Optimization exercise on an open flow, not production practice. RTL: at most simulated, not proved equivalent. Clock network not from TritonCTS: runs 1 to 4. The clock port is an ideal driver here. Power: default activity.

### design/flow/flow/cts_tree.tcl
# Sourced before clock tree synthesis (PRE_CTS_TCL). Replaces TritonCTS with a
# small two-level clock tree: the clock port drives one root buffer, which
# drives NLEAF leaf buffers; the flip-flops are split by position (recursive
# bisection) into NLEAF equal groups, each driven by the leaf buffer placed at the group's centroid.
# All flip-flops sit at the same depth (root + one leaf), so the tree adds no
# deliberate skew.
proc clock_tree_synthesis { args } {
  set nleaf $::env(CTS_NLEAF)
  set db [ord::get_db]
  set block [ord::get_db_block]
  set clk_net [$block findNet clk]
  set leafm [$db findMaster $::env(CTS_LEAF_CELL)]
  set rootm [$db findMaster $::env(CTS_ROOT_CELL)]
  set sinks {}
  foreach it [$clk_net getITerms] {
    set loc [[$it getInst] getLocation]
    lappend sinks [list $it [lindex $loc 0] [lindex $loc 1]]
  }
  set n [llength $sinks]
  # recursive bisection (alternately by x and y) into nleaf groups of
  # (nearly) equal size; nleaf is a power of two
  set groups [list $sinks]
  set axis 1
  while {[llength $groups] < $nleaf} {
    set next {}
    foreach grp $groups {
      set grp [lsort -integer -index $axis $grp]
      set h [expr {[llength $grp] / 2}]
      lappend next [lrange $grp 0 [expr {$h - 1}]] [lrange $grp $h end]
    }
    set groups $next
    set axis [expr {3 - $axis}]
  }
  set sx 0; set sy 0
  foreach s $sinks { incr sx [lindex $s 1]; incr sy [lindex $s 2] }
  set root [odb::dbInst_create $block $rootm clkroot]
  $root setLocation [expr {$sx / $n}] [expr {$sy / $n}]
  $root setPlacementStatus PLACED
  set rootnet [odb::dbNet_create $block clknet_root]
  $rootnet setSigType CLOCK
  [$root findITerm A] connect $clk_net
  [$root findITerm X] connect $rootnet
  set g 0
  foreach grp $groups {
    set gx 0; set gy 0
    foreach s $grp { incr gx [lindex $s 1]; incr gy [lindex $s 2] }
    set m [llength $grp]
    set leaf [odb::dbInst_create $block $leafm clkleaf_$g]
    $leaf setLocation [expr {$gx / $m}] [expr {$gy / $m}]
    $leaf setPlacementStatus PLACED
    set net [odb::dbNet_create $block clknet_leaf_$g]
    $net setSigType CLOCK
    [$leaf findITerm A] connect $rootnet
    [$leaf findITerm X] connect $net
    foreach s $grp {
      set it [lindex $s 0]
      $it disconnect
      $it connect $net
    }
    incr g
  }
  $clk_net setSigType CLOCK
  puts "clock tree: root [$rootm getName], $nleaf leaves [$leafm getName], $n sinks"
  set_propagated_clock [all_clocks]
}
### design/flow/config.mk
export PLATFORM = sky130hd
export DESIGN_NAME = fir_filter
export DESIGN_NICKNAME = fir_filter
export VERILOG_FILES = /design/flow/design.v
export SDC_FILE = /design/flow/constraint.sdc
export NUM_CORES = 4
export LEC_CHECK = 0
export CAP_MARGIN = 20
export CORE_MARGIN = 2
export CORE_UTILIZATION = 58
export GPL_ROUTABILITY_DRIVEN = 0
export SETUP_SLACK_MARGIN = 3.7
export SLEW_MARGIN = 20
export SYNTH_HIERARCHICAL = 1
### design/flow/standard.sh
#!/bin/bash
# synth_recipe.tcl (not shown) runs the flow's synth.tcl, then flattens the netlist and writes it again
# the make line also repeats each setting of config.mk as NAME=value (left out here)
make -C /OpenROAD-flow-scripts/flow DESIGN_CONFIG=/design/flow/config.mk WORK_HOME=/design/flow/orfs CLKGATE_MAP_FILE= SYNTH_SCRIPT=/design/flow/synth_recipe.tcl "${@:-finish}"
### design/flow/design.v
module fir_filter (
    data_in, data_out, clk, rst
);
    output [17:0] data_out;
    input  [7:0]  data_in;
    input         clk, rst;
    wire [7:0] d = data_in;
    reg  [7:0]  x1n;
    reg  [7:0]  x2;
    reg  [7:0]  x3n;
    reg  [7:0]  x4;
    reg  [7:0]  x5n;
    reg  [7:0]  x6;
    reg  [7:0]  x7;
    reg  [17:0] s;
    wire p1, p2;
    fa u_p1 (.a(x2[0]), .b(x4[0]), .c(x6[0]), .s(p1), .co(p2));
    wire p3, p4;
    fa u_p3 (.a(x7[0]), .b(p1), .c(d[0]), .s(p3), .co(p4));
    wire p5, p6;
    fa u_p5 (.a(x2[1]), .b(x4[1]), .c(x6[1]), .s(p5), .co(p6));
    wire p7, p8;
    fa u_p7 (.a(x7[1]), .b(p2), .c(p5), .s(p7), .co(p8));
    wire p9, p10;
    fa u_p9 (.a(p7), .b(d[1]), .c(p4), .s(p9), .co(p10));
    wire p11, p12;
    fa u_p11 (.a(x2[2]), .b(x4[2]), .c(x6[2]), .s(p11), .co(p12));
    wire p13, p14;
    fa u_p13 (.a(x7[2]), .b(p6), .c(p11), .s(p13), .co(p14));
    wire p15, p16;
    fa u_p15 (.a(p8), .b(p13), .c(d[2]), .s(p15), .co(p16));
    wire p17, p18;
    fa u_p17 (.a(x2[3]), .b(x4[3]), .c(x6[3]), .s(p17), .co(p18));
    wire p19, p20;
    fa u_p19 (.a(x7[3]), .b(p12), .c(p17), .s(p19), .co(p20));
    wire p21, p22;
    fa u_p21 (.a(p14), .b(p19), .c(d[3]), .s(p21), .co(p22));
    wire p23, p24;
    fa u_p23 (.a(x2[4]), .b(x4[4]), .c(x6[4]), .s(p23), .co(p24));
    wire p25, p26;
    fa u_p25 (.a(x7[4]), .b(p18), .c(p23), .s(p25), .co(p26));
    wire p27, p28;
    fa u_p27 (.a(p20), .b(p25), .c(d[4]), .s(p27), .co(p28));
    wire p29, p30;
    fa u_p29 (.a(x2[5]), .b(x4[5]), .c(x6[5]), .s(p29), .co(p30));
    wire p31, p32;
    fa u_p31 (.a(x7[5]), .b(p24), .c(p29), .s(p31), .co(p32));
    wire p33, p34;
    fa u_p33 (.a(p26), .b(p31), .c(d[5]), .s(p33), .co(p34));
    wire p35, p36;
    fa u_p35 (.a(x2[6]), .b(x4[6]), .c(x6[6]), .s(p35), .co(p36));
    wire p37, p38;
    fa u_p37 (.a(x7[6]), .b(p30), .c(p35), .s(p37), .co(p38));
    wire p39, p40;
    fa u_p39 (.a(p32), .b(p37), .c(d[6]), .s(p39), .co(p40));
    wire p41, p42;
    fa u_p41 (.a(x2[7]), .b(x4[7]), .c(x6[7]), .s(p41), .co(p42));
    wire p43, p44;
    fa u_p43 (.a(x7[7]), .b(p36), .c(p41), .s(p43), .co(p44));
    wire p45, p46;
    fa u_p45 (.a(p38), .b(p43), .c(d[7]), .s(p45), .co(p46));
    wire p47, p48;
    fa u_p47 (.a(p42), .b(p44), .c(p46), .s(p47), .co(p48));
    wire Prs3, Prc3;
    ha u_Pr3 (.a(p15), .b(p10), .s(Prs3), .co(Prc3));
    wire Prs4, Prc4;
    fa u_Pr4 (.a(p16), .b(p21), .c(Prc3), .s(Prs4), .co(Prc4));
    wire Prs5 = ~(p22 ^ p27);
    wire Prc5 = p22 | p27;
    wire Prs6, Prc6;
    fa u_Pr6 (.a(p28), .b(p33), .c(Prc5), .s(Prs6), .co(Prc6));
    wire Prs7, Prc7;
    fa u_Pr7 (.a(p34), .b(p39), .c(Prc6), .s(Prs7), .co(Prc7));
    wire Prs8, Prc8;
    fa u_Pr8 (.a(p40), .b(p45), .c(Prc7), .s(Prs8), .co(Prc8));
    wire Prs9 = ~p47;
    wire Prs10, Prc10;
    ha u_Pr10 (.a(p48), .b(p47), .s(Prs10), .co(Prc10));
    wire [10:0] P = {Prc10, Prs10, Prs9, Prs8, Prs7, Prs6, Prs5, Prs4, Prs3, p9, p3};
    wire P_c4 = Prc4;    
    wire P_c8 = Prc8;    
    wire t1, t2;
    fa u_t1 (.a(~x3n[0]), .b(x7[7]), .c(x7[6]), .s(t1), .co(t2));
    wire t3, t4;
    fa u_t3 (.a(x7[3]), .b(x7[2]), .c(x3n[4]), .s(t3), .co(t4));
    wire t5, t6;
    fa u_t5 (.a(x7[4]), .b(x7[3]), .c(x3n[5]), .s(t5), .co(t6));
    wire t7, t8;
    fa u_t7 (.a(x7[5]), .b(x7[4]), .c(x3n[6]), .s(t7), .co(t8));
    wire t9, t10;
    ha u_t9 (.a(P[0]), .b(P[2]), .s(t9), .co(t10));
    wire t11, t12;
    fa u_t11 (.a(x7[6]), .b(x7[5]), .c(x3n[7]), .s(t11), .co(t12));
    wire t13, t14;
    fa u_t13 (.a(P[1]), .b(P[3]), .c(~P[7]), .s(t13), .co(t14));
    wire t15, t16;
    fa u_t15 (.a(t1), .b(P[2]), .c(P[4]), .s(t15), .co(t16));
    wire t17, t18;
    fa u_t17 (.a(P_c4), .b(~P[8]), .c(~P_c8), .s(t17), .co(t18));
    wire t19, t20;
    fa u_t19 (.a(~x3n[1]), .b(x7[7]), .c(t2), .s(t19), .co(t20));
    wire t21, t22;
    fa u_t21 (.a(P[3]), .b(P[5]), .c(~P[9]), .s(t21), .co(t22));
    wire t23, t24;
    fa u_t23 (.a(~x3n[2]), .b(P[4]), .c(P[6]), .s(t23), .co(t24));
    wire t25, t26;
    ha u_t25 (.a(P_c4), .b(~P[10]), .s(t25), .co(t26));
    wire t27, t28;
    ha u_t27 (.a(~x3n[3]), .b(P[5]), .s(t27), .co(t28));
    wire t29, t30;
    ha u_t29 (.a(~x3n[4]), .b(P[6]), .s(t29), .co(t30));
    wire t31 = ~(x7[0]);
    wire t32, t33;
    fa u_t32 (.a(x7[1]), .b(x7[0]), .c(x3n[2]), .s(t32), .co(t33));
    wire t34, t35;
    fa u_t34 (.a(x7[2]), .b(x7[1]), .c(x3n[3]), .s(t34), .co(t35));
    wire t36, t37;
    fa u_t36 (.a(t3), .b(P[0]), .c(~P[4]), .s(t36), .co(t37));
    wire t38, t39;
    fa u_t38 (.a(t5), .b(t4), .c(P[1]), .s(t38), .co(t39));
    wire t40, t41;
    fa u_t40 (.a(t7), .b(t6), .c(~P[6]), .s(t40), .co(t41));
    wire t42, t43;
    fa u_t42 (.a(t11), .b(t8), .c(t10), .s(t42), .co(t43));
    wire t44, t45;
    fa u_t44 (.a(t12), .b(t15), .c(t17), .s(t44), .co(t45));
    wire t46, t47;
    fa u_t46 (.a(t19), .b(t16), .c(t21), .s(t46), .co(t47));
    wire t48, t49;
    fa u_t48 (.a(t20), .b(t25), .c(t23), .s(t48), .co(t49));
    wire t50, t51;
    fa u_t50 (.a(P[7]), .b(t27), .c(t26), .s(t50), .co(t51));
    wire t52, t53;
    fa u_t52 (.a(P[8]), .b(P_c8), .c(t29), .s(t52), .co(t53));
    wire t54, t55;
    fa u_t54 (.a(~x3n[5]), .b(P[7]), .c(P[9]), .s(t54), .co(t55));
    wire t56, t57;
    fa u_t56 (.a(~x3n[6]), .b(P[8]), .c(P[10]), .s(t56), .co(t57));
    wire t58 = ~(~x3n[7]);
    wire t59, t60;
    ha u_t59 (.a(x3n[1]), .b(t31), .s(t59), .co(t60));
    wire t61, t62;
    fa u_t61 (.a(x7[0]), .b(t32), .c(~P[2]), .s(t61), .co(t62));
    wire t63, t64;
    fa u_t63 (.a(t34), .b(t33), .c(~P[3]), .s(t63), .co(t64));
    wire t65, t66;
    fa u_t65 (.a(t35), .b(~P_c4), .c(t36), .s(t65), .co(t66));
    wire t67, t68;
    fa u_t67 (.a(~P[5]), .b(t38), .c(t37), .s(t67), .co(t68));
    wire t69, t70;
    fa u_t69 (.a(t9), .b(t39), .c(t40), .s(t69), .co(t70));
    wire t71, t72;
    fa u_t71 (.a(t13), .b(t41), .c(t42), .s(t71), .co(t72));
    wire t73, t74;
    fa u_t73 (.a(t14), .b(t43), .c(t44), .s(t73), .co(t74));
    wire t75, t76;
    fa u_t75 (.a(t18), .b(t46), .c(t45), .s(t75), .co(t76));
    wire t77, t78;
    fa u_t77 (.a(t22), .b(t48), .c(t47), .s(t77), .co(t78));
    wire t79, t80;
    fa u_t79 (.a(t24), .b(t50), .c(t49), .s(t79), .co(t80));
    wire t81, t82;
    fa u_t81 (.a(t28), .b(t52), .c(t51), .s(t81), .co(t82));
    wire t83, t84;
    fa u_t83 (.a(t30), .b(t54), .c(t53), .s(t83), .co(t84));
    wire t85, t86;
    fa u_t85 (.a(P_c8), .b(t56), .c(t55), .s(t85), .co(t86));
    wire t87, t88;
    fa u_t87 (.a(t58), .b(P[9]), .c(t57), .s(t87), .co(t88));
    wire t89 = ~(~x3n[7] ^ P[10]);
    wire t90 = ~x3n[7] | P[10];
    wire Srs1, Src1;
    ha u_Sr1 (.a(x3n[0]), .b(~P[0]), .s(Srs1), .co(Src1));
    wire Srs2, Src2;
    fa u_Sr2 (.a(t59), .b(~P[1]), .c(Src1), .s(Srs2), .co(Src2));
    wire Srs3, Src3;
    fa u_Sr3 (.a(t60), .b(t61), .c(Src2), .s(Srs3), .co(Src3));
    wire Srs4, Src4;
    fa u_Sr4 (.a(t63), .b(t62), .c(Src3), .s(Srs4), .co(Src4));
    wire Srs5, Src5;
    fa u_Sr5 (.a(t64), .b(t65), .c(Src4), .s(Srs5), .co(Src5));
    wire Srs6, Src6;
    fa u_Sr6 (.a(t67), .b(t66), .c(Src5), .s(Srs6), .co(Src6));
    wire Srs7, Src7;
    fa u_Sr7 (.a(t69), .b(t68), .c(Src6), .s(Srs7), .co(Src7));
    wire Srs8, Src8;
    fa u_Sr8 (.a(t70), .b(t71), .c(Src7), .s(Srs8), .co(Src8));
    wire Srs9, Src9;
    fa u_Sr9 (.a(t72), .b(t73), .c(Src8), .s(Srs9), .co(Src9));
    wire Srs10 = ~(t75 ^ t74);
    wire Src10 = t75 | t74;
    wire Srs11, Src11;
    fa u_Sr11 (.a(t77), .b(t76), .c(Src10), .s(Srs11), .co(Src11));
    wire Srs12, Src12;
    fa u_Sr12 (.a(t79), .b(t78), .c(Src11), .s(Srs12), .co(Src12));
    wire Srs13, Src13;
    fa u_Sr13 (.a(t81), .b(t80), .c(Src12), .s(Srs13), .co(Src13));
    wire Srs14 = ~(t83 ^ t82);
    wire Src14 = t83 | t82;
    wire Srs15, Src15;
    fa u_Sr15 (.a(t85), .b(t84), .c(Src14), .s(Srs15), .co(Src15));
    wire Srs16, Src16;
    fa u_Sr16 (.a(t87), .b(t86), .c(Src15), .s(Srs16), .co(Src16));
    wire Srs17, Src17;
    fa u_Sr17 (.a(t89), .b(t88), .c(Src16), .s(Srs17), .co(Src17));
    wire Srs18 = ~(t90 ^ Src17);
    wire Src18 = t90 | Src17;
    wire [17:0] s_next = {Srs18, Srs17, Srs16, Srs15, Srs14, Srs13, Srs12, Srs11, Srs10, Srs9, Srs8, Srs7, Srs6, Srs5, Srs4, Srs3, Srs2, Srs1};
    reg  sc9;    
    wire sc9_next = Src9;
    reg  sc13;    
    wire sc13_next = Src13;
    wire o1, o2;
    ha u_o1 (.a(s[6]), .b(d[6]), .s(o1), .co(o2));
    wire o3, o4;
    fa u_o3 (.a(s[7]), .b(d[7]), .c(d[5]), .s(o3), .co(o4));
    wire o5, o6;
    ha u_o5 (.a(s[8]), .b(d[6]), .s(o5), .co(o6));
    wire o7, o8;
    fa u_o7 (.a(s[9]), .b(sc9), .c(d[7]), .s(o7), .co(o8));
    wire o9, o10;
    ha u_o9 (.a(s[4]), .b(d[4]), .s(o9), .co(o10));
    wire o11, o12;
    fa u_o11 (.a(s[5]), .b(d[5]), .c(d[3]), .s(o11), .co(o12));
    wire o13, o14;
    fa u_o13 (.a(d[4]), .b(d[2]), .c(d[0]), .s(o13), .co(o14));
    wire o15, o16;
    fa u_o15 (.a(d[3]), .b(d[1]), .c(o2), .s(o15), .co(o16));
    wire o17, o18;
    fa u_o17 (.a(d[4]), .b(d[2]), .c(o5), .s(o17), .co(o18));
    wire o19, o20;
    fa u_o19 (.a(d[5]), .b(d[3]), .c(o6), .s(o19), .co(o20));
    wire o21, o22;
    fa u_o21 (.a(s[10]), .b(d[6]), .c(d[4]), .s(o21), .co(o22));
    wire o23, o24;
    ha u_o23 (.a(s[11]), .b(d[7]), .s(o23), .co(o24));
    wire o25, o26;
    ha u_o25 (.a(s[2]), .b(d[2]), .s(o25), .co(o26));
    wire o27, o28;
    fa u_o27 (.a(s[3]), .b(d[3]), .c(d[1]), .s(o27), .co(o28));
    wire o29, o30;
    fa u_o29 (.a(d[2]), .b(d[0]), .c(o9), .s(o29), .co(o30));
    wire o31, o32;
    fa u_o31 (.a(d[1]), .b(o10), .c(o11), .s(o31), .co(o32));
    wire o33, o34;
    fa u_o33 (.a(o1), .b(o13), .c(o12), .s(o33), .co(o34));
    wire o35, o36;
    fa u_o35 (.a(o3), .b(o14), .c(o15), .s(o35), .co(o36));
    wire o37, o38;
    fa u_o37 (.a(o4), .b(o17), .c(o16), .s(o37), .co(o38));
    wire o39, o40;
    fa u_o39 (.a(o7), .b(o19), .c(o18), .s(o39), .co(o40));
    wire o41, o42;
    fa u_o41 (.a(o8), .b(o21), .c(o20), .s(o41), .co(o42));
    wire o43, o44;
    fa u_o43 (.a(d[5]), .b(o23), .c(o22), .s(o43), .co(o44));
    wire o45, o46;
    fa u_o45 (.a(s[12]), .b(d[6]), .c(o24), .s(o45), .co(o46));
    wire o47, o48;
    fa u_o47 (.a(s[13]), .b(sc13), .c(d[7]), .s(o47), .co(o48));
    wire yc_p0, yc_g0;
    ha u_yc_h0 (.a(s[0]), .b(d[0]), .s(yc_p0), .co(yc_g0));
    wire yc_p1, yc_g1;
    ha u_yc_h1 (.a(s[1]), .b(d[1]), .s(yc_p1), .co(yc_g1));
    wire yc_p2, yc_g2;
    ha u_yc_h2 (.a(d[0]), .b(o25), .s(yc_p2), .co(yc_g2));
    wire yc_p3, yc_g3;
    ha u_yc_h3 (.a(o26), .b(o27), .s(yc_p3), .co(yc_g3));
    wire yc_p4, yc_g4;
    ha u_yc_h4 (.a(o28), .b(o29), .s(yc_p4), .co(yc_g4));
    wire yc_p5, yc_g5;
    ha u_yc_h5 (.a(o30), .b(o31), .s(yc_p5), .co(yc_g5));
    wire yc_p6, yc_g6;
    ha u_yc_h6 (.a(o33), .b(o32), .s(yc_p6), .co(yc_g6));
    wire yc_p7, yc_g7;
    ha u_yc_h7 (.a(o34), .b(o35), .s(yc_p7), .co(yc_g7));
    wire yc_p8, yc_g8;
    ha u_yc_h8 (.a(o37), .b(o36), .s(yc_p8), .co(yc_g8));
    wire yc_p9, yc_g9;
    ha u_yc_h9 (.a(o39), .b(o38), .s(yc_p9), .co(yc_g9));
    wire yc_p10, yc_g10;
    ha u_yc_h10 (.a(o41), .b(o40), .s(yc_p10), .co(yc_g10));
    wire yc_p11, yc_g11;
    ha u_yc_h11 (.a(o43), .b(o42), .s(yc_p11), .co(yc_g11));
    wire yc_p12, yc_g12;
    ha u_yc_h12 (.a(o45), .b(o44), .s(yc_p12), .co(yc_g12));
    wire yc_p13, yc_g13;
    ha u_yc_h13 (.a(o47), .b(o46), .s(yc_p13), .co(yc_g13));
    wire yc_p14, yc_g14;
    ha u_yc_h14 (.a(s[14]), .b(o48), .s(yc_p14), .co(yc_g14));
    wire yc_G1 = yc_g1 | (yc_p1 & yc_g0);
    wire yc_P1 = yc_p1 & yc_p0;
    wire yc_G2 = yc_g3 | (yc_p3 & yc_g2);
    wire yc_P2 = yc_p3 & yc_p2;
    wire yc_G3 = yc_g5 | (yc_p5 & yc_g4);
    wire yc_P3 = yc_p5 & yc_p4;
    wire yc_G4 = yc_g7 | (yc_p7 & yc_g6);
    wire yc_P4 = yc_p7 & yc_p6;
    wire yc_G5 = yc_g9 | (yc_p9 & yc_g8);
    wire yc_P5 = yc_p9 & yc_p8;
    wire yc_G6 = yc_g11 | (yc_p11 & yc_g10);
    wire yc_P6 = yc_p11 & yc_p10;
    wire yc_G7 = yc_g13 | (yc_p13 & yc_g12);
    wire yc_P7 = yc_p13 & yc_p12;
    wire yc_G8 = s[15] & yc_g14;
    wire yc_P8 = s[15] & yc_p14;
    wire yc_P9 = s[17] & s[16];
    wire yc_G10 = yc_G2 | (yc_P2 & yc_G1);
    wire yc_P10 = yc_P2 & yc_P1;
    wire yc_G11 = yc_G4 | (yc_P4 & yc_G3);
    wire yc_P11 = yc_P4 & yc_P3;
    wire yc_G12 = yc_G6 | (yc_P6 & yc_G5);
    wire yc_P12 = yc_P6 & yc_P5;
    wire yc_G13 = yc_G8 | (yc_P8 & yc_G7);
    wire yc_P13 = yc_P8 & yc_P7;
    wire yc_G14 = yc_G11 | (yc_P11 & yc_G10);
    wire yc_P14 = yc_P11 & yc_P10;
    wire yc_G15 = yc_G13 | (yc_P13 & yc_G12);
    wire yc_P15 = yc_P13 & yc_P12;
    wire yc_G16 = yc_G15 | (yc_P15 & yc_G14);
    wire yc_P16 = yc_P15 & yc_P14;
    wire yc_G17 = yc_G12 | (yc_P12 & yc_G14);
    wire yc_P17 = yc_P12 & yc_P14;
    wire yc_G18 = yc_G3 | (yc_P3 & yc_G10);
    wire yc_P18 = yc_P3 & yc_P10;
    wire yc_G19 = yc_G5 | (yc_P5 & yc_G14);
    wire yc_P19 = yc_P5 & yc_P14;
    wire yc_G20 = yc_G7 | (yc_P7 & yc_G17);
    wire yc_P20 = yc_P7 & yc_P17;
    wire yc_G21 = yc_P9 & yc_G16;
    wire yc_P21 = yc_P9 & yc_P16;
    wire yc_G22 = yc_g2 | (yc_p2 & yc_G1);
    wire yc_P22 = yc_p2 & yc_P1;
    wire yc_G23 = yc_g4 | (yc_p4 & yc_G10);
    wire yc_P23 = yc_p4 & yc_P10;
    wire yc_G24 = yc_g6 | (yc_p6 & yc_G18);
    wire yc_P24 = yc_p6 & yc_P18;
    wire yc_G25 = yc_g8 | (yc_p8 & yc_G14);
    wire yc_P25 = yc_p8 & yc_P14;
    wire yc_G26 = yc_g10 | (yc_p10 & yc_G19);
    wire yc_P26 = yc_p10 & yc_P19;
    wire yc_G27 = yc_g12 | (yc_p12 & yc_G17);
    wire yc_P27 = yc_p12 & yc_P17;
    wire yc_G28 = yc_g14 | (yc_p14 & yc_G20);
    wire yc_P28 = yc_p14 & yc_P20;
    wire yc_G29 = s[16] & yc_G16;
    wire yc_P29 = s[16] & yc_P16;
    wire yc_s1 = yc_p1 ^ yc_g0;
    wire yc_s2 = yc_p2 ^ yc_G1;
    wire yc_s3 = yc_p3 ^ yc_G22;
    wire yc_s4 = yc_p4 ^ yc_G10;
    wire yc_s5 = yc_p5 ^ yc_G23;
    wire yc_s6 = yc_p6 ^ yc_G18;
    wire yc_s7 = yc_p7 ^ yc_G24;
    wire yc_s8 = yc_p8 ^ yc_G14;
    wire yc_s9 = yc_p9 ^ yc_G25;
    wire yc_s10 = yc_p10 ^ yc_G19;
    wire yc_s11 = yc_p11 ^ yc_G26;
    wire yc_s12 = yc_p12 ^ yc_G17;
    wire yc_s13 = yc_p13 ^ yc_G27;
    wire yc_s14 = yc_p14 ^ yc_G20;
    wire yc_s15 = s[15] ^ yc_G28;
    wire yc_s16 = s[16] ^ yc_G16;
    wire yc_s17 = s[17] ^ yc_G29;
    assign data_out = {yc_s17, yc_s16, yc_s15, yc_s14, yc_s13, yc_s12, yc_s11, yc_s10, yc_s9, yc_s8, yc_s7, yc_s6, yc_s5, yc_s4, yc_s3, yc_s2, yc_s1, yc_p0};
    wire rst_n = ~rst;
    wire [7:0] x1n_d;
    nand2v u_x1n (.a(d), .b({8{rst_n}}), .y(x1n_d));
    wire [7:0] x2_d;
    nor2v u_x2 (.a(x1n), .b({8{rst}}), .y(x2_d));
    wire [7:0] x3n_d;
    nand2v u_x3n (.a(x2), .b({8{rst_n}}), .y(x3n_d));
    wire [7:0] x4_d;
    nor2v u_x4 (.a(x3n), .b({8{rst}}), .y(x4_d));
    wire [7:0] x5n_d;
    nand2v u_x5n (.a(x4), .b({8{rst_n}}), .y(x5n_d));
    wire [7:0] x6_d;
    nor2v u_x6 (.a(x5n), .b({8{rst}}), .y(x6_d));
    wire [7:0] x7_d = rst ? 8'h00 : x6;
    always @(posedge clk) begin
        x1n <= x1n_d;
        x2 <= x2_d;
        x3n <= x3n_d;
        x4 <= x4_d;
        x5n <= x5n_d;
        x6 <= x6_d;
        x7 <= x7_d;
        s <= rst ? 18'd0 : s_next;
        sc9 <= rst ? 1'b0 : sc9_next;
        sc13 <= rst ? 1'b0 : sc13_next;
    end
endmodule
module fa (input a, input b, input c, output s, output co);
    assign s = a ^ b ^ c;
    assign co = (a & b) | (a & c) | (b & c);
endmodule
module ha (input a, input b, output s, output co);
    assign s = a ^ b;
    assign co = a & b;
endmodule
module nand2v (input [7:0] a, input [7:0] b, output [7:0] y);
    assign y = ~(a & b);
endmodule
module nor2v (input [7:0] a, input [7:0] b, output [7:0] y);
    assign y = ~(a | b);
endmodule
### design/flow/flow/run.sh
#!/bin/bash
# Layout flow: the standard ORFS flow (standard.sh, unchanged synthesis),
# with these layout changes:
#  - ports are buffered with the smallest buffer (repair_timing upsizes the
#    ones on critical paths) instead of the delay cell buffer_ports picks;
#  - the clock tree is a root buffer and four leaf buffers (flow/cts_tree.tcl,
#    sourced before the CTS step) instead of TritonCTS's 9-buffer H-tree.
# Each tool's output is in this folder's orfs/logs; the make output is in
# flow.log.
set -euo pipefail
here=$(cd "$(dirname "$0")" && pwd)
export BUFFER_PORTS_ARGS="-buffer_cell sky130_fd_sc_hd__buf_1"
export PRE_CTS_TCL="$here/cts_tree.tcl"
export CTS_NLEAF=4
export CTS_ROOT_CELL=sky130_fd_sc_hd__clkbuf_8
export CTS_LEAF_CELL=sky130_fd_sc_hd__clkbuf_8
bash standard.sh finish > flow.log 2>&1
### design/flow/constraint.sdc
create_clock -name core_clock -period 11.0 [get_ports {clk}]
set_input_delay 2.2000 -clock core_clock [delete_from_list [all_inputs] [get_ports {clk}]]
set_output_delay 2.2000 -clock core_clock [all_outputs]
set_load 0.01 [all_outputs]
==> results of run 1 <==
-- final timing paths --
kind | from | to | slack (ps) | cells after the start
max | data_in[6] | data_out[13] | 3810 | 13
min | x5n[7] | x6[7] | 370 | 1
max reg2reg | x2[4] | s[12] | 4760 | 20
min reg2reg | x5n[7] | x6[7] | 370 | 1
-- layout by cell type (no fill, tap or decap), types with 2 or more instances in the layout --
master,n
sky130_fd_sc_hd__fa_2,2
sky130_fd_sc_hd__clkbuf_4,2
sky130_fd_sc_hd__dfxtp_1,76
sky130_fd_sc_hd__inv_1,33
sky130_fd_sc_hd__nand2_1,27
sky130_fd_sc_hd__o21ai_0,2
sky130_fd_sc_hd__nor2_1,32
sky130_fd_sc_hd__clkbuf_8,5
sky130_fd_sc_hd__a21o_1,3
sky130_fd_sc_hd__ha_4,5
sky130_fd_sc_hd__o21ai_2,3
sky130_fd_sc_hd__nor2_2,2
sky130_fd_sc_hd__or2_2,2
sky130_fd_sc_hd__a21oi_2,4
sky130_fd_sc_hd__nor2b_1,26
sky130_fd_sc_hd__xnor2_1,8
sky130_fd_sc_hd__ha_2,2
sky130_fd_sc_hd__fa_1,97
sky130_fd_sc_hd__buf_2,8
sky130_fd_sc_hd__buf_1,15
sky130_fd_sc_hd__nand4_1,2
sky130_fd_sc_hd__ha_1,34
-- layout make-up --
type	count	area, um2
multi-input combinational	258	3230
buffer	5	68.8
sequential	76	1520
tap	105	131
inverter	33	124
timing repair buffer	27	128
fill	663	3010
-- cell usage after synthesis, drive strengths merged --
master,count,share of area [%]
nand2,27,2.1
buf,18,2.7
xnor2,8,1.4
a21o,3,0.46
or2b,1,0.15
nand4,2,0.25
o41ai,1,0.56
nor2b,26,3.3
o211a,1,0.20
dfxtp,76,31
or2,3,0.38
ha,41,10
a21oi,5,0.58
o211ai,1,0.25
o21ai,5,0.66
clkbuf,3,0.23
fa,99,40
inv,33,2.5
xor2,1,0.18
nor2,34,2.6
-- logic make-up after synthesis --
| family | Yosys count |
|---|---|
| AOI/OAI and AO/OA | 16 |
| xor gates and xnor gates | 9 |
| adders and majority gates | 140 |
| buffers and inverters | 54 |
| DFF | 76 |
| and+or+nand+nor | 93 |
-- registers in the layout (all words and copies together) (netlist names) --
| signal | flops |
|---|---|
| sc13 | 1 |
| x4 | 8 |
| s | 18 |
| x6 | 8 |
| x2 | 8 |
| x1n | 8 |
| x3n | 8 |
| x5n | 8 |
| x7 | 8 |
| sc9 | 1 |
-- report_power, final --
part / switching [mW] / internal [mW]
registers: 0.0173 / 0.311
logic: 0.445 / 0.419
clock network: 0.0794 / 0.0418
total: 0.542 / 0.772
-- routing by layer --
layer,vias up,wire length (um),GRT usage [%]
li1,1202,-,-
met1,1338,3480,25.9
met2,25,4180,37.3
met3,10,182,1.10
met4,0,119,2.38
met5,-,0,0
-- per-module statistics from Yosys, one instance, submodules excluded --
| module | flops+latches | cells inside |
|---|---|---|
| ha | 0 | 1 |
| nand2v | 0 | 8 |
| nor2v | 0 | 8 |
| fir_filter | 76 | 213 |
| fa | 0 | 1 |
-- repair_timing --
| action | in CTS | in global routing |
|---|---|---|
| hold buffers | 0 | 0 |
| pin swaps | 8 | 6 |
| endpoints found under the setup margin | 12 | 8 |
| resized for setup | 22 | 9 |
-- critical path: stages --
cell and delay (ps):
sky130_fd_sc_hd__buf_6 130, sky130_fd_sc_hd__ha_4 270, sky130_fd_sc_hd__fa_2 430, sky130_fd_sc_hd__fa_1 560, sky130_fd_sc_hd__ha_4 220, sky130_fd_sc_hd__nand4_1 80, sky130_fd_sc_hd__a21oi_2 60, sky130_fd_sc_hd__o41ai_4 400
sky130_fd_sc_hd__inv_1 90, sky130_fd_sc_hd__ha_2 180, sky130_fd_sc_hd__nor2_2 110, sky130_fd_sc_hd__xnor2_1 110, sky130_fd_sc_hd__buf_2 140
==> notes.md, run 1 <==
Portion of the post-synthesis area used by sequential elements: 30.9%. After detailed routing, the number of vias per cell comes to 5.11. Setup total negative slack on the finished layout was measured at 0 ps.

In this run, placement finished with an instance count of 499. The first global-routing pass estimated 13700 um of wire. Synthesis handed over a netlist of 388 instances. The worst setup path is of the in -> out kind.

After the first detailed-routing iteration, the DRC count stood at 34. During I/O placement, the number of pins put on the boundary was 28. Worst supply voltage drop on vdd: 0.134 mV. Setup violations remaining at the end of the flow were counted as 0. The proportion of layout cells with a drive suffix above 1 was 9.77%; the standby leakage power was 2.35 nW.

Placed cell area: 5020 um2. The post-synthesis adder-cell area fraction is 50.6%. Entering global routing, the biggest net connects 54 pins. For the post-layout instance count excluding filler cells, the log shows 504. The final critical path takes up 65.4% of the cycle. Once detail routing completed, the nets flagged for antenna violations numbered 0.

In the synthesized netlist, mux cells make up 0% of the area. For the pin with the worst max-slew slack, the measured transition is 919 ps. The worst hold path belongs to the class reg -> reg.

Of the total synthesized cell area, the portion taken by AND, OR, NAND and NOR gates is 8.73%. Synthesis inferred 76 register bits. For this configuration, the core starts out at a cell density of 60.0%. Max-cap violations in this run came to 0. The Yosys step of the flow raised 7 warnings.

For the total wire length after detailed routing, the log shows 7960 um. The die outline width was 96.2 um. After synthesis, the largest family of logic cells by area is adder cells.

The overall track demand over capacity in global routing was 19.8%; the worst hold slack after final layout was 365 ps. Once layout is complete, the utilization of the core stands at 63.3%. For the required arrival time at the worst endpoint, the log shows 8800 ps. The worst slew margin relative to its limit is 38.8%, and the upper clock frequency limit is 139 MHz. The tools report the number of vias in the routed layout as 2575. After clock tree synthesis, the clock-pin slew on the worst setup and hold paths is 120 ps. The area of the die came out at 9250 um2. The cell row count is 33. STA classifies the critical path startpoint as a primary input. In the routed design, unresolved DRC markers number 0. The run gives 538 as the post-synth net total. The area growth from synthesis to layout is 5.56%. In this run the standard cell core region covers 8220 um2. The smallest setup slack after layout is 3810 ps. After clock tree synthesis, the setup repair step added 0 buffers. The net count of the finished layout was 551. After detailed routing, the average wire length per cell comes to 15.8 um. Prior to clock tree synthesis, the placed netlist has a worst setup slack of 3170 ps.

The number of antenna diodes in the final layout is 0. The clock period could shrink to 7190 ps. The largest fanout on the critical path is 6. The unique cell type count in the Yosys netlist is 23.

Summing every instance area after synthesis gives 4930 um2. Summing the areas of all xor and xnor instances in the mapped netlist gives 1.60% of the synthesized area. Summing all non-filler instances in the final layout gives an area of 5200 um2.

The run finished with no timing, DRC or antenna violations. The run gives 0 as the number of antenna violations at the first check in global routing. The mean post-synth cell area is 12.7 um2, and the overall power consumption is 1.31 mW.

The total congestion overflow is 0. Before antenna repair, the detailed router went through 4 iterations. The synthesized netlist devotes 2.72% of its cell area to compound gates. The run gives 2890 as the number of global-route vias before repair. The number of hold violations in the final report is 0. After legalization and detailed placement, the total HPWL measured 6460 um. Power spread over the standard cell area amounts to 252 nW/um2.

Data on the critical path arrives at its endpoint at 4990 ps. On the final layout, the worst clock skew is 14.8 ps. Setup repair after global routing could not meet its margin everywhere. For the count of pins over their slew limit, the log shows 0. The worst setup path is captured at an output pin. The overall die height is 96.2 um.

For the worst-skew pair, the clock arrives at the later sink with an insertion delay of 340 ps. Buffers placed on the I/O ports in this run total 27.
==> run 2, diff against run 1 <==
--- a/design/flow/config.mk
+++ b/design/flow/config.mk
@@ -10,3 +10,3 @@
 export CORE_UTILIZATION = 58
-export GPL_ROUTABILITY_DRIVEN = 0
+export GPL_TIMING_DRIVEN = 0
 export SETUP_SLACK_MARGIN = 3.7
==> notes.md, run 2 <==
The run gives 2686 (+4.3%) as the number of vias in the routed layout. The count of pins over their slew limit is 0 (unchanged). By count the netlist is led by sky130_fd_sc_hd__fa_1, sky130_fd_sc_hd__dfxtp_1, sky130_fd_sc_hd__ha_1. The worst hold endpoint is x2[5]. Final-layout setup total negative slack: 0 ps (unchanged). The largest fanout on the critical path is 3 (-3).

Cell taking the most area after synthesis: sky130_fd_sc_hd__fa_1. The quantity of I/O buffers inserted on ports is 27 (unchanged), and the number of flip-flops under the largest register name is 18 (unchanged). Sorting the synthesized cells by area gives the leading types as sky130_fd_sc_hd__fa_1, sky130_fd_sc_hd__dfxtp_1, sky130_fd_sc_hd__ha_1. Upper clock frequency limit: 136 MHz (-1.9%). The tools report the cell area after synthesis as 4930 um2 (unchanged). Required arrival time at the worst endpoint: 8800 ps (about the same).

The placed cell area is 5160 um2 (+2.9%). The worst register-to-register path ends at s[12]. The tools report the overall track demand over capacity in global routing as 21.1% (+1.3 points).

The worst hold path begins at x1n[5]. The run finished with no timing, DRC or antenna violations. Number of warnings issued by yosys: 7 (unchanged). The logs give 5470 um2 (+5.0%) for the final design area excluding fillers and 9250 um2 (unchanged) for the area of the die. The logs give 388 (unchanged) for the post-synthesis cell count and 538 (unchanged) for the post-synth net total. Worst supply voltage drop on vdd: 0.302 mV (+130%). The post-layout instance count excluding filler cells is 528 (+4.8%). Setup repair after global routing could not meet its margin everywhere.

Worst min-delay path category: reg -> reg. The DRC violation count after routing is 0 (unchanged), and the number of hold violations in the final report is 0 (unchanged). The net count of the finished layout was 575 (+4.4%). The most used flip-flop cell after synthesis was sky130_fd_sc_hd__dfxtp_1. The unique cell type count in the Yosys netlist was 23 (unchanged). The die outline width was 96.2 um (unchanged); the sum of net half-perimeters after detailed placement was 6600 um (+2.2%). Power density over cell area: 283 nW/um2 (+12%). STA classifies the critical path endpoint as an output pin. The flip-flop and latch count after synthesis is 76 (unchanged).

The maximum number of pins on one net before global-route repair is 27 (-50%), and the signed area change from the synthesized netlist to the final layout is 10.9%. The final number of setup-violating endpoints came out at 0 (unchanged). Leaving out fill and tap cells, the most frequent cell in the layout is sky130_fd_sc_hd__fa_1.

The number of enable-type register cells in the synthesized netlist is 0 (unchanged). The depth of the worst register-to-register path was 20 (unchanged). The initial core utilization is 60.0% (unchanged), and the portion of the post-synthesis area used by sequential elements is 30.9% (unchanged). The worst slew margin relative to its limit is 50.5% (+12 points). The post-layout minimum cycle time is 7330 ps (+140 ps), and the top-area cell type share of the netlist area is 40.2% (unchanged). The routed via count divided by cell count works out to 5.09 (-0.43%).

The top-level port count was 28 (unchanged). The first-pass GRT wire length came out at 14600 um (+6.4%). Final worst clock skew: 11.7 ps (-3.06 ps). The most repeated cell in the gate-level netlist after synthesis was sky130_fd_sc_hd__fa_1. Counting flops per register, the top entry is s. The library cells used most frequently in the layout, excluding fill and tap cells, are sky130_fd_sc_hd__fa_1, sky130_fd_sc_hd__dfxtp_1, sky130_fd_sc_hd__inv_1.

The number of cells after detailed placement is 520 (+4.2%). The final weighted congestion of routability-driven global placement is 0.804. The number of antenna repair diodes was 0 (unchanged); the slew at the pin closest to its max-slew limit was 741 ps (-178 ps).

The worst setup path is of the in -> out kind. The worst flop-to-flop path startpoint is x2[4]. The proportion of layout cells with a drive suffix above 1 was 15.1% (+5.4 points); the async set or reset register ratio after synthesis was 0% (unchanged).

Overall die height: 96.2 um (unchanged). The total wire length after detailed routing is 8360 um (+5.0%), and the worst hold path cell count is 1 (unchanged). The tools report the area inside the core boundary as 8220 um2 (unchanged).

STA classifies the critical path startpoint as a primary input. The mean post-synth cell area is 12.7 um2 (unchanged), and the insertion delay of the later-clocked pin in the worst-skew pair is 340 ps (about the same). Cell row count: 33 (unchanged).

Setup slack of the worst register-to-register path: 4730 ps (-30 ps). The number of design-rule violations left by the first detailed-router iteration is 36 (+5.9%), and the clock transition at the registers of the reported paths is 120 ps (about the same). The remaining antenna violation count is 0 (unchanged), and the arrival time at the worst endpoint is 5130 ps (+140 ps).

The period utilization was 66.6% (+1.3 points); the number of antenna violations at the first check in global routing was 0 (unchanged). The total congestion overflow was 0 (unchanged). For the number of violations of the max-capacitance limit, the log shows 0 (unchanged). The run gives 2955 (+2.2%) as the number of global-route vias before repair. The logs give 2.48 nW (+5.3%) for the standby leakage power and 4 (unchanged) for the number of iterations in the first detailed-routing pass. Average wire per standard cell: 15.8 um (+0.26%).
run 2: final cells by class:
| class | count | area, um2 |
|---|---|---|
| multi-input cells | 258 | 3280 |
| fillers | 656 | 2750 |
| flip-flops and latches | 76 | 1520 |
| plain buffers | 26 | 219 |
| repair buffers | 30 | 189 |
| well taps | 105 | 131 |
| inverters | 33 | 124 |
run 2: critical path, stage by stage:
cell and delay [ps]:
sky130_fd_sc_hd__buf_12 110, sky130_fd_sc_hd__ha_4 260, sky130_fd_sc_hd__fa_2 430, sky130_fd_sc_hd__fa_1 540, sky130_fd_sc_hd__ha_4 220, sky130_fd_sc_hd__nand4_1 110
sky130_fd_sc_hd__a21oi_2 70, sky130_fd_sc_hd__o41ai_4 370, sky130_fd_sc_hd__buf_4 190, sky130_fd_sc_hd__o21ai_4 60, sky130_fd_sc_hd__ha_4 170, sky130_fd_sc_hd__xor2_1 150
sky130_fd_sc_hd__buf_4 130, sky130_fd_sc_hd__buf_6 110
run 2: kinds of logic (layout without fill, tap and decap cells):
group,count (synthesis),after routing,synth area share (%)
AOI/OAI and AO/OA,16,16,2.72
xor gates and xnor gates,9,9,1.60
adders and majority gates,140,140,50.6
buffers and inverters,54,89,5.48
DFF,76,76,30.9
and+or+nand+nor,93,93,8.73
run 2: metrics by stage:
stage               hold WS [ps]  setup slack [ps]  util [%]  power [mW]
global placement             364              3120      62.8        1.29
CTS                          371              3610      65.5        1.52
global route                 381              3590      66.5        1.74
detailed placement           366              3080      62.8        1.30
finish                       368              3670      66.5        1.55
floorplan                    363              3950         -        1.10
run 2: repair_timing:
| action | CTS | global route |
|---|---|---|
| gates resized for setup | 36 | 12 |
| pin swaps | 16 | 2 |
| endpoints found under the setup margin | 11 | 8 |
| buffers inserted | 2 | 1 |
| hold buffers | 0 | 0 |
run 2: routing by layer:
layer  track usage, %  vias up  part of all wire, %
met3             1.25        7                  2.2
met2             39.1       26                   53
met5                0        -                    0
met4             2.14        0                  1.3
met1             28.3     1403                   43
li1                 -     1250                    -
run 2: how the worst max path moves through the flow:
stage / end / from / slack [ps] / depth (start not counted)
after global routing: data_out[15] / data_in[6] / 3590 / 14
final: data_out[17] / data_in[6] / 3670 / 14
after CTS: data_out[15] / data_in[6] / 3610 / 14
after floorplan: data_out[13] / data_in[6] / 3950 / 12
after global placement: data_out[15] / data_in[6] / 3120 / 14
after detailed placement: data_out[13] / data_in[6] / 3080 / 14
run 2: where the power goes:
| group | switching (mW) | internal (mW) | leakage, nW | total (mW) |
|---|---|---|---|---|
| registers | 0.0188 | 0.311 | 0.623 | 0.330 |
| logic | 0.493 | 0.603 | 1.82 | 1.10 |
| clock network | 0.0793 | 0.0417 | 0.0359 | 0.121 |
run 2: per-module statistics from Yosys, one instance, submodules excluded:
module      copies in the design  area, um2  cells inside  flops+latches
fa                            99       20.0             1              0
fir_filter                     1       2420           213             76
ha                            28       12.5             1              0
nand2v                         3       30.0             8              0
nor2v                          3       30.0             8              0
==> run 3, diff against run 2 <==
--- a/design/flow/config.mk
+++ b/design/flow/config.mk
@@ -10,3 +10,2 @@
 export CORE_UTILIZATION = 58
-export GPL_TIMING_DRIVEN = 0
 export SETUP_SLACK_MARGIN = 3.7
@@ -14 +13,2 @@
 export SYNTH_HIERARCHICAL = 1
+export TNS_END_PERCENT = 20
==> notes.md, run 3 <==
The run finished with no timing, DRC or antenna violations. The average wire per standard cell is 15.8 um (-0.37%). Counting flops per register, the top entry is s. The quantity of I/O buffers inserted on ports is 27 (unchanged), and the upper clock frequency limit is 139 MHz (+1.6%). The power density over cell area was 252 nW/um2 (-11%); the standby leakage power was 2.35 nW (-5.1%).

The number of cells after detailed placement is 499 (-4.0%), and the share of power burned in registers is 25.0% (+3.7 points). The tools report the final weighted congestion of routability-driven global placement as 0.835 (+3.8%). The flip-flop and latch count after synthesis was 76 (unchanged); the post-synth net total was 538 (unchanged).

The tools report the unique cell type count in the Yosys netlist as 23 (unchanged). The final worst clock skew is 14.6 ps (+2.94 ps), and the post-synthesis cell count is 388 (unchanged). The clock transition at the registers of the reported paths was 120 ps (about the same); the routed via count divided by cell count was 5.10 (+0.20%).

The logs give 0 (unchanged) for the number of antenna repair diodes and 3230 um2 (-1.7%) for the area of the multi-input gates. The tools report the initial core utilization as 60.0% (unchanged). After synthesis, the largest family of logic cells by area is adder cells.

The die outline width is 96.2 um (unchanged), and the cell row count is 33 (unchanged). The async set or reset register ratio after synthesis works out to 0% (unchanged). The arrival time at the worst endpoint was 5010 ps (-120 ps).

The post-synthesis share of cell area spent on and, or, nand and nor gates was 8.73% (unchanged). After synthesis, the most frequently instantiated cells are sky130_fd_sc_hd__fa_1, sky130_fd_sc_hd__dfxtp_1, sky130_fd_sc_hd__ha_1. The largest fanout on the critical path came out at 6 (+3). The net switching power of the design was 0.542 mW (-8.4%); the top-area cell type share of the netlist area was 40.2% (unchanged). The final number of setup-violating endpoints is 0 (unchanged), and the cell area after synthesis is 4930 um2 (unchanged).

The maximum number of pins on one net before global-route repair came out at 54 (+100%). Mean post-synth cell area: 12.7 um2 (unchanged). Yosys attributes the largest share of cell area to sky130_fd_sc_hd__fa_1, sky130_fd_sc_hd__dfxtp_1, sky130_fd_sc_hd__ha_1. The overall track demand over capacity in global routing came out at 19.8% (-1.3 points). The part of the total power dissipated in the clock network was 9.3% (+1.5 points). The final-layout setup total negative slack is 0 ps (unchanged), and the area fraction in compound gates after synthesis is 2.72% (unchanged). Most prevalent standard cell on the critical path: sky130_fd_sc_hd__ha_4. The tools report the number of design-rule violations left by the first detailed-router iteration as 40 (+11%). For the total wire length after detailed routing, the log shows 7950 um (-4.9%). The remaining antenna violation count is 0 (unchanged), and the post-synthesis adder-cell area fraction is 50.6% (unchanged). In the post-synthesis netlist, the cell with the most instances is sky130_fd_sc_hd__fa_1. The proportion of layout cells with a drive suffix above 1 came out at 9.02% (-6.1 points). The number of global-route vias before repair was 2890 (-2.2%); the overall die height was 96.2 um (unchanged).

The run gives 0 (unchanged) as the number of antenna violations at the first check in global routing. The run gives 4 (unchanged) as the number of iterations in the first detailed-routing pass. Critical path start-end classification: in -> out.

The first-pass GRT wire length came out at 13700 um (-6.0%). The logs give 2569 (-4.4%) for the number of vias in the routed layout and 38.9% (-12 points) for the worst slew margin relative to its limit. The longest individual stage delay on the worst path was 560 ps (+20 ps); the number of enable-type register cells in the synthesized netlist was 0 (unchanged).

The tools report the portion of the post-synthesis area used by sequential elements as 30.9% (unchanged). The tools report the internal power of the cells as 0.769 mW (-20%). The signal on the critical path passes through buf_6 -> ha_4 -> fa_2 -> fa_1 -> ha_4 -> nand4_1 -> a21oi_2 -> o41ai_4 -> inv_1 -> ha_1 -> nor2_1 -> xnor2_1 -> buf_2. The top cell types in the final layout, fill and taps aside, are sky130_fd_sc_hd__fa_1, sky130_fd_sc_hd__dfxtp_1, sky130_fd_sc_hd__ha_1.

STA classifies the critical path startpoint as a primary input. The signed area change from the synthesized netlist to the final layout was 5.43%. The number of warnings issued by yosys was 7 (unchanged); the area of the die was 9250 um2 (unchanged).

The slew at the pin closest to its max-slew limit was 917 ps (+176 ps). The number of violations of the max-capacitance limit is 0 (unchanged), and the period utilization is 65.6% (-1.1 points). The net count of the finished layout was 551 (-4.2%). The run gives 0 (unchanged) as the number of hold violations in the final report. The multiplexer area fraction after synthesis is 0% (unchanged), and the count of hold-fix buffers inserted at cts is 0 (unchanged).

Switching part of the total: 41.3% (+3.1 points). The slowest cell on the critical path is sky130_fd_sc_hd__fa_1. The required arrival time at the worst endpoint is 8800 ps (about the same), and the number of filler instances in the final layout is 660 (+0.61%). The worst min-delay path category is reg -> reg. STA classifies the critical path endpoint as an output pin. For the insertion delay of the later-clocked pin in the worst-skew pair, the log shows 340 ps (about the same).

The DRC violation count after routing is 0 (unchanged). The run gives 0.133 mV (-56%) as the worst supply voltage drop on vdd. The count of pins over their slew limit is 0 (unchanged), and the number of flip-flops under the largest register name is 18 (unchanged). Among all flip-flop cells after synthesis, the most frequent one is sky130_fd_sc_hd__dfxtp_1. The post-synthesis share of cell area spent on xor and xnor gates came out at 1.60% (unchanged). The post-layout minimum cycle time works out to 7210 ps (-118 ps).

Setup repair after global routing could not meet its margin everywhere. The post-layout instance count excluding filler cells is 504 (-4.5%), and the final design area excluding fillers is 5200 um2 (-4.9%). The placed cell area is 5020 um2 (-2.8%).

The logs give 65.7% (-5.2 points) for the share of power burned in combinational logic and 1520 um2 (unchanged) for the combined flip-flop and latch cell area. For the total congestion overflow, the log shows 0 (unchanged). Area inside the core boundary: 8220 um2 (unchanged). The cell taking the most area after synthesis was sky130_fd_sc_hd__fa_1. For the sum of net half-perimeters after detailed placement, the log shows 6460 um (-2.2%). The run gives 28 (unchanged) as the top-level port count. The library cell used most frequently in the layout, excluding fill and tap cells, is sky130_fd_sc_hd__fa_1.
run 3: cell counts after synthesis:
Identical to the previous run, type by type.
run 3: final cells by class:
| cell class | count | area share, % |
|---|---|---|
| Buffer | 5 | 1.32 |
| Tap cell | 105 | 2.53 |
| Inverter | 33 | 2.38 |
| Sequential cell | 76 | 29.3 |
| Multi-Input combinational cell | 258 | 62.1 |
| Timing Repair Buffer | 27 | 2.43 |
run 3: cells by family (layout without fill, tap and decap cells):
group,Yosys count,in the layout
compound gates,16,16
xor+xnor,9,9
buf+inv,54,65
flops,76,76
simple gates,93,93
fa+ha+maj,140,140
run 3: worst paths after layout:
| path | startpoint | end | slack [ps] | cells past startpoint |
|---|---|---|---|---|
| max | data_in[6] | data_out[13] | 3790 | 13 |
| min | x5n[7] | x6[7] | 370 | 1 |
| max reg2reg | x2[4] | s[12] | 4750 | 20 |
| min reg2reg | x5n[7] | x6[7] | 370 | 1 |
run 3: power groups by stage:
stage / combinational (mW) / clock [mW] / sequential (mW)
6_report: 0.862 / 0.121 / 0.328
5_1_grt: 1.02 / 0.137 / 0.333
4_1_cts: 0.869 / 0.126 / 0.329
3_5_place_dp: 0.811 / 0 / 0.335
3_3_place_gp: 0.796 / 0 / 0.334
2_1_floorplan: 0.772 / 0 / 0.330
run 3: critical path, delay by kind of cell:
family,cells,cell delay (ps)
compound gates,2,460
xor+xnor,1,120
simple gates,2,210
fa+ha+maj,5,1650
buf+inv,3,350
run 3: metal layers:
layer | vias up | track usage, % | share of wire [%]
met1 | 1329 | 25.9 | 44
li1 | 1203 | - | -
met4 | 0 | 2.38 | 1.5
met3 | 10 | 1.10 | 2.1
met2 | 27 | 37.3 | 52
met5 | - | 0 | 0
run 3: per-module statistics from Yosys (local to each module, per instance):
module      cell area, um2  cells inside  copies in the design
fa                    20.0             1                    99
nor2v                 30.0             8                     3
nand2v                30.0             8                     3
ha                    12.5             1                    28
fir_filter            2420           213                     1
run 3: metrics by stage:
step | setup slack [ps] | util (%) | total power, mW | hold WS, ps
global placement | 3210 | 61.1 | 1.13 | 363
global route | 3640 | 63.3 | 1.49 | 385
finish | 3790 | 63.3 | 1.31 | 365
CTS | 3710 | 63.0 | 1.32 | 363
floorplan | 3950 | - | 1.10 | 363
detailed placement | 3170 | 61.1 | 1.15 | 366
run 3: repair_timing:
action,CTS,global route
endpoints found under the setup margin,12,8
pin swaps,8,4
gates resized for setup,22,6
setup buffers,0,0
hold endpoints to repair,0,0
==> run 4, diff against run 3 <==
--- a/design/flow/config.mk
+++ b/design/flow/config.mk
@@ -13,2 +13,2 @@
 export SYNTH_HIERARCHICAL = 1
-export TNS_END_PERCENT = 20
+export TNS_END_PERCENT = 0
==> notes.md, run 4 <==
The run finished with no timing, DRC or antenna violations. The worst slew margin relative to its limit was 38.9% (unchanged); the area of the die was 9250 um2 (unchanged). The internal power of the cells is 0.769 mW (unchanged).

The number of hold violations in the final report was 0 (unchanged); the number of enable-type register cells in the synthesized netlist was 0 (unchanged). The critical path startpoint category was a primary input. The register with the most flip-flops was s. Mean post-synth cell area: 12.7 um2 (unchanged).

The startpoint identified for the worst register-to-register timing path is x2[4]. The leading cell type in the layout, fill and taps excluded was sky130_fd_sc_hd__fa_1. Number of warnings issued by yosys: 7 (unchanged).

The logs give 0 (unchanged) for the remaining antenna violation count and 5010 ps (about the same) for the arrival time at the worst endpoint. The logs give 7950 um (unchanged) for the total wire length after detailed routing and 0 (unchanged) for the number of antenna repair diodes. By area the synthesized netlist is led by sky130_fd_sc_hd__fa_1, sky130_fd_sc_hd__dfxtp_1, sky130_fd_sc_hd__ha_1.

sky130_fd_sc_hd__fa_1 is the most common cell in the netlist. For the setup slack of the worst register-to-register path, the log shows 4750 ps (about the same). The cell taking the most area after synthesis is sky130_fd_sc_hd__fa_1. The portion of the post-synthesis area used by sequential elements was 30.9% (unchanged); the area of the multi-input gates was 3230 um2 (unchanged).

Sorting the synthesized cells by how often they occur yields sky130_fd_sc_hd__fa_1, sky130_fd_sc_hd__dfxtp_1, sky130_fd_sc_hd__ha_1. The tools report the cell row count as 33 (unchanged). The number of iterations in the first detailed-routing pass is 4 (unchanged). The post-layout minimum cycle time came out at 7210 ps (unchanged). The run gives 388 (unchanged) as the post-synthesis cell count.

The standby leakage power was 2.35 nW (unchanged); the number of antenna violations at the first check in global routing was 0 (unchanged). For this run, the leading register cell type out of synthesis is sky130_fd_sc_hd__dfxtp_1. Combined flip-flop and latch cell area: 1520 um2 (unchanged).

The tools report the final number of setup-violating endpoints as 0 (unchanged). The total congestion overflow is 0 (unchanged), and the flip-flop and latch count after synthesis is 76 (unchanged). Number of flip-flops under the largest register name: 18 (unchanged). The routed via count divided by cell count works out to 5.10 (unchanged). The sort of element at the end of the critical path was an output pin. The top-area cell type share of the netlist area works out to 40.2% (unchanged). The overall die height was 96.2 um (unchanged). The logs give 14.6 ps (unchanged) for the final worst clock skew and 0 (unchanged) for the count of hold-fix buffers inserted at cts.

The required arrival time at the worst endpoint was 8800 ps (about the same). The number of design-rule violations left by the first detailed-router iteration is 40 (unchanged), and the largest fanout on the critical path is 6 (unchanged). The quantity of I/O buffers inserted on ports came out at 27 (unchanged).

The critical path in this run is classified as in -> out. The top cell types in the final layout, fill and taps aside, are sky130_fd_sc_hd__fa_1, sky130_fd_sc_hd__dfxtp_1, sky130_fd_sc_hd__ha_1. Slew at the pin closest to its max-slew limit: 917 ps (unchanged). The overall track demand over capacity in global routing was 19.8% (unchanged). The average wire per standard cell works out to 15.8 um (unchanged). The logs give 2890 (unchanged) for the number of global-route vias before repair and 139 MHz (unchanged) for the upper clock frequency limit.

The logs give 54 (unchanged) for the maximum number of pins on one net before global-route repair and 551 (unchanged) for the net count of the finished layout. For the insertion delay of the later-clocked pin in the worst-skew pair, the log shows 340 ps (about the same). For the area inside the core boundary, the log shows 8220 um2 (unchanged). Number of vias in the routed layout: 2569 (unchanged). The sum of net half-perimeters after detailed placement is 6460 um (unchanged). The count of pins over their slew limit was 0 (unchanged); the top-level port count was 28 (unchanged).

The number of filler instances in the final layout is 660 (unchanged), and the share of power burned in combinational logic is 65.7% (about the same). The final-layout setup total negative slack was 0 ps (unchanged); the die outline width was 96.2 um (unchanged). The worst hold slack after final layout was 365 ps (unchanged); the clock transition at the registers of the reported paths was 120 ps (about the same). In this run the worst hold path is classified as reg -> reg. The tools report the initial core utilization as 60.0% (unchanged). Async set or reset register ratio after synthesis: 0% (unchanged). Proportion of layout cells with a drive suffix above 1: 9.02% (unchanged). The critical path starts at data_in[6].

The post-synth net total came out at 538 (unchanged). For the final weighted congestion of routability-driven global placement, the log shows 0.835 (unchanged). The power density over cell area came out at 252 nW/um2 (unchanged). First-pass GRT wire length: 13700 um (unchanged). Setup repair after global routing could not meet its margin everywhere.

The cell area after synthesis is 4930 um2 (unchanged), and the DRC violation count after routing is 0 (unchanged). For the worst supply voltage drop on vdd, the log shows 0.133 mV (unchanged). The part of the total power dissipated in the clock network is 9.3% (about the same), and the signed area change from the synthesized netlist to the final layout is 5.43% (unchanged). The logs give 23 (unchanged) for the unique cell type count in the Yosys netlist and 0.542 mW (unchanged) for the net switching power of the design. Share of power burned in registers: 25.0% (about the same). Number of violations of the max-capacitance limit: 0 (unchanged).

The period utilization is 65.6% (unchanged). The startpoint of the lowest-slack hold path was x5n[7]. The switching part of the total came out at 41.3% (unchanged).
## run 4: cell counts after synthesis
No cell type changed its count.
## run 4: cell type report
type / count / share of cell area, %
Tap cell: 105 / 2.53
Buffer: 5 / 1.32
Timing Repair Buffer: 27 / 2.43
Inverter: 33 / 2.38
Multi-Input combinational cell: 258 / 62.1
Sequential cell: 76 / 29.3
## run 4: worst max-delay path, stage by stage
cell and delay [ps]:
sky130_fd_sc_hd__buf_6 130, sky130_fd_sc_hd__ha_4 270, sky130_fd_sc_hd__fa_2 430, sky130_fd_sc_hd__fa_1 560
sky130_fd_sc_hd__ha_4 210, sky130_fd_sc_hd__nand4_1 100, sky130_fd_sc_hd__a21oi_2 60, sky130_fd_sc_hd__o41ai_4 400
sky130_fd_sc_hd__inv_1 80, sky130_fd_sc_hd__ha_1 180, sky130_fd_sc_hd__nor2_1 110, sky130_fd_sc_hd__xnor2_1 120
sky130_fd_sc_hd__buf_2 140
## run 4: layer usage
layer  track usage, %  wire length [um]  part of all wire, %  up-vias
li1                 -                 -                    -     1203
met1             25.9              3510                   44     1329
met2             37.3              4160                   52       27
met3             1.10               168                  2.1       10
met4             2.38               119                  1.5        0
met5                0                 0                    0        -
## run 4: stage by stage
| stage | utilization (%) | instance area [um2] | power, mW | instances | setup slack [ps] |
|---|---|---|---|---|---|
| floorplan | - | 4930 | 1.10 | 388 | 3950 |
| global placement | 61.1 | 5020 | 1.13 | 499 | 3210 |
| detailed placement | 61.1 | 5020 | 1.15 | 499 | 3170 |
| CTS | 63.0 | 5170 | 1.32 | 504 | 3710 |
| global route | 63.3 | 5200 | 1.49 | 504 | 3640 |
| finish | 63.3 | 5200 | 1.31 | 504 | 3790 |
## run 4: repair_timing
item	in CTS	in global routing
buffers inserted	0	0
resized for setup	22	6
pin swaps	8	4
endpoints found under the setup margin	12	8
## run 4: power by group through the flow
stage / registers (mW) / clock network (mW) / logic [mW]
detailed placement: 0.335 / 0 / 0.811
global placement: 0.334 / 0 / 0.796
finish: 0.328 / 0.121 / 0.862
floorplan: 0.330 / 0 / 0.772
CTS: 0.329 / 0.126 / 0.869
global route: 0.333 / 0.137 / 1.02
## run 4: per-module statistics from Yosys (local to each module, per instance)
module | area, um2 | cells | flops+latches | times used
fir_filter | 2420 | 213 | 76 | 1
nand2v | 30.0 | 8 | 0 | 3
nor2v | 30.0 | 8 | 0 | 3
fa | 20.0 | 1 | 0 | 99
ha | 12.5 | 1 | 0 | 28
## run 4: kinds of logic after synthesis
family                   count (synthesis)  synth area share, %
AND/OR/NAND/NOR                         93                 8.73
buffers and inverters                   54                 5.48
adder cells (fa/ha/maj)                140                 50.6
AO/OA/AOI/OAI                           16                 2.72
XOR/XNOR                                 9                 1.60
flip-flops                              76                 30.9
## run 4: worst paths after layout
check,end,cells past startpoint
min,x6[7],1
max reg2reg,s[12],20
max,data_out[13],13
min reg2reg,x6[7],1
==> run 5, diff against run 4 <==
==> design/flow/flow/run.sh (replaced) <==
#!/bin/bash
# Layout flow: the standard ORFS flow (standard.sh, unchanged synthesis),
# with two layout settings changed:
#  - ports are buffered with the smallest buffer (repair_timing upsizes the
#    ones on critical paths) instead of the delay cell buffer_ports picks;
#  - clock tree synthesis without dummy loads.
# Each tool's output is in this folder's orfs/logs; the make output is in
# flow.log.
set -euo pipefail
export BUFFER_PORTS_ARGS="-buffer_cell sky130_fd_sc_hd__buf_1"
export CTS_ARGS="-sink_clustering_enable -repair_clock_nets -dont_use_dummy_load -buf_list {sky130_fd_sc_hd__clkbuf_8}"
bash standard.sh finish > flow.log 2>&1
--- a/design/flow/config.mk
+++ b/design/flow/config.mk
@@ -13,2 +13 @@
 export SYNTH_HIERARCHICAL = 1
-export TNS_END_PERCENT = 0
removed: design/flow/flow/cts_tree.tcl
==> notes.md, run 5 <==
The arrival time at the worst endpoint came out at 5000 ps (about the same). Count of pins over their slew limit: 0 (unchanged). The tools report the insertion delay of the later-clocked pin in the worst-skew pair as 350 ps (about the same). For the top-level port count, the log shows 28 (unchanged). Final worst clock skew: 22.7 ps (+8.09 ps). Sorting the synthesized cells by how often they occur yields sky130_fd_sc_hd__fa_1, sky130_fd_sc_hd__dfxtp_1, sky130_fd_sc_hd__ha_1. The sum of net half-perimeters after detailed placement was 6460 um (unchanged); the post-synth net total was 538 (unchanged). The final weighted congestion of routability-driven global placement was 0.835 (unchanged). By instance count, the leading cell after synthesis is sky130_fd_sc_hd__fa_1. The period utilization was 65.4% (-0.11 points); the post-synthesis cell count was 388 (unchanged).

The synthesized design spends more area on one cell type than any other, namely sky130_fd_sc_hd__fa_1. By area the synthesized netlist is led by sky130_fd_sc_hd__fa_1, sky130_fd_sc_hd__dfxtp_1, sky130_fd_sc_hd__ha_1. The number of violations of the max-capacitance limit is 0 (unchanged), and the DRC violation count after routing is 0 (unchanged). The logs give 2934 (+1.5%) for the number of global-route vias before repair and 0 (unchanged) for the count of hold-fix buffers inserted at cts.

The run gives 0 (unchanged) as the buffers inserted during post-CTS setup optimization. The register with the most flip-flops is s. The run gives 49 (+23%) as the number of design-rule violations left by the first detailed-router iteration. STA classifies the critical path endpoint as an output pin.

For this design, the slowest cell found on the critical path is sky130_fd_sc_hd__fa_1. The number of vias in the routed layout is 2591 (+0.86%), and the final number of setup-violating endpoints is 0 (unchanged). The run gives 0 (unchanged) as the number of hold violations in the final report.

The mean post-synth cell area works out to 12.7 um2 (unchanged). The async set or reset register ratio after synthesis was 0% (unchanged); the top-area cell type share of the netlist area was 40.2% (unchanged). Worst min-delay path category: reg -> reg.

The flip-flop and latch count after synthesis is 76 (unchanged). Unique cell type count in the Yosys netlist: 23 (unchanged). The critical path start-end classification is in -> out. Setup repair after global routing could not meet its margin everywhere. Leaving out fill and tap cells, the most frequent cells in the layout are sky130_fd_sc_hd__fa_1, sky130_fd_sc_hd__dfxtp_1, sky130_fd_sc_hd__ha_1. The portion of the post-synthesis area used by sequential elements is 30.9% (unchanged). The tools report the initial core utilization as 60.0% (unchanged).

The area of the die was 9250 um2 (unchanged). The average wire per standard cell was 15.7 um (-0.21%); the longest individual stage delay on the worst path was 540 ps (-20 ps). Quantity of I/O buffers inserted on ports: 27 (unchanged).

Among the stages of the critical path, the cell type that occurs most often is sky130_fd_sc_hd__ha_4. The area inside the core boundary is 8220 um2 (unchanged). Cell type group with the largest total delay on the critical path: adder cells. The tools report the first-pass GRT wire length as 13800 um (+0.90%).

Among all flip-flop cells after synthesis, the most frequent one is sky130_fd_sc_hd__dfxtp_1. Number of antenna violations at the first check in global routing: 0 (unchanged). The number of iterations in the first detailed-routing pass is 4 (unchanged). For the remaining antenna violation count, the log shows 0 (unchanged).

The flow ran to the end and the layout has no timing, DRC or antenna violations. Traced cell by cell, the critical path runs through buf_6 -> ha_4 -> fa_2 -> fa_1 -> ha_4 -> nand4_1 -> a21oi_2 -> o41ai_4 -> inv_1 -> ha_1 -> nor2_1 -> xnor2_1 -> buf_2. The upper clock frequency limit was 139 MHz (+0.17%); the net count of the finished layout was 555 (+0.73%). The number of filler instances in the final layout was 651 (-1.4%); the maximum number of pins on one net before global-route repair was 54 (unchanged). Leaving out fill and tap cells, the most frequent cell in the layout is sky130_fd_sc_hd__fa_1. The overall die height was 96.2 um (unchanged); the overall track demand over capacity in global routing was 21.1% (+1.3 points). The standby leakage power is 2.38 nW (+1.3%), and the die outline width is 96.2 um (unchanged).

The worst supply voltage drop on vdd was 0.133 mV (about the same). The signed area change from the synthesized netlist to the final layout is 6.45%. The buffer and inverter count on the worst path is 3 (unchanged). STA classifies the critical path startpoint as a primary input. The tools report the total congestion overflow as 0 (unchanged). The final-layout setup total negative slack is 0 ps (unchanged), and the cell area after synthesis is 4930 um2 (unchanged).

The routed via count divided by cell count came out at 5.10 (about the same). For the worst slew margin relative to its limit, the log shows 38.6% (-0.27 points). The cell row count was 33 (unchanged); the number of flip-flops under the largest register name was 18 (unchanged).
## run 5: cell types whose count changed in the layout (fill, tap and decap cells not counted), sizes merged
cell,before,now
clkbuf,7,11
## run 5: repair_timing
action,4_1_cts,5_1_grt
setup endpoints to repair,12,8
resized for setup,22,4
pin swaps,8,3
## run 5: kinds of logic after synthesis
group,share of synthesized area (%)
AO/OA/AOI/OAI,2.72
buffers and inverters,5.48
XOR/XNOR,1.60
AND/OR/NAND/NOR,8.73
flip-flops,30.9
adder cells (fa/ha/maj),50.6
## run 5: worst paths after layout
path / startpoint / endpoint / slack, ps / cells after the start
min: x1n[1] / x2[1] / 370 / 1
max reg2reg: x2[4] / s[12] / 4750 / 20
min reg2reg: x1n[1] / x2[1] / 370 / 1
max: data_in[6] / data_out[13] / 3800 / 13
## run 5: final cells by class
| type | count | area [um2] | area share, % |
|---|---|---|---|
| clock buffer | 9 | 124 | 2.36 |
| inverter | 33 | 124 | 2.36 |
| multi-input combinational | 258 | 3220 | 61.4 |
| sequential | 76 | 1520 | 29.0 |
| tap | 105 | 131 | 2.50 |
| timing repair buffer | 27 | 126 | 2.41 |
## run 5: stage by stage
step | worst slack (ps) | cells | cell area [um2] | hold WS, ps
3_3_place_gp | 3210 | 499 | 5020 | 363
6_report | 3800 | 508 | 5250 | 367
3_5_place_dp | 3170 | 499 | 5020 | 366
2_1_floorplan | 3950 | 388 | 4930 | 363
5_1_grt | 3620 | 508 | 5250 | 374
4_1_cts | 3710 | 508 | 5230 | 365
## run 5: power by group
part	internal, mW	total, mW	switching [mW]	leakage (nW)
combinational	0.415	0.860	0.444	1.69
clock	0.0730	0.159	0.0865	0.0647
sequential	0.311	0.328	0.0173	0.623
## run 5: metal layers
layer | share of wire, % | track usage (%) | vias up | routed length, um
li1 | - | - | 1212 | -
met5 | 0 | 0 | - | 0
met3 | 2.4 | 4.23 | 10 | 188
met2 | 54 | 38.6 | 35 | 4290
met1 | 43 | 25.1 | 1334 | 3400
met4 | 1.5 | 5.95 | 0 | 119
## run 5: per-module statistics from Yosys (local to each module, per instance)
module | area [um2] | times used
fir_filter | 2420 | 1
fa | 20.0 | 99
nand2v | 30.0 | 3
ha | 12.5 | 28
nor2v | 30.0 | 3
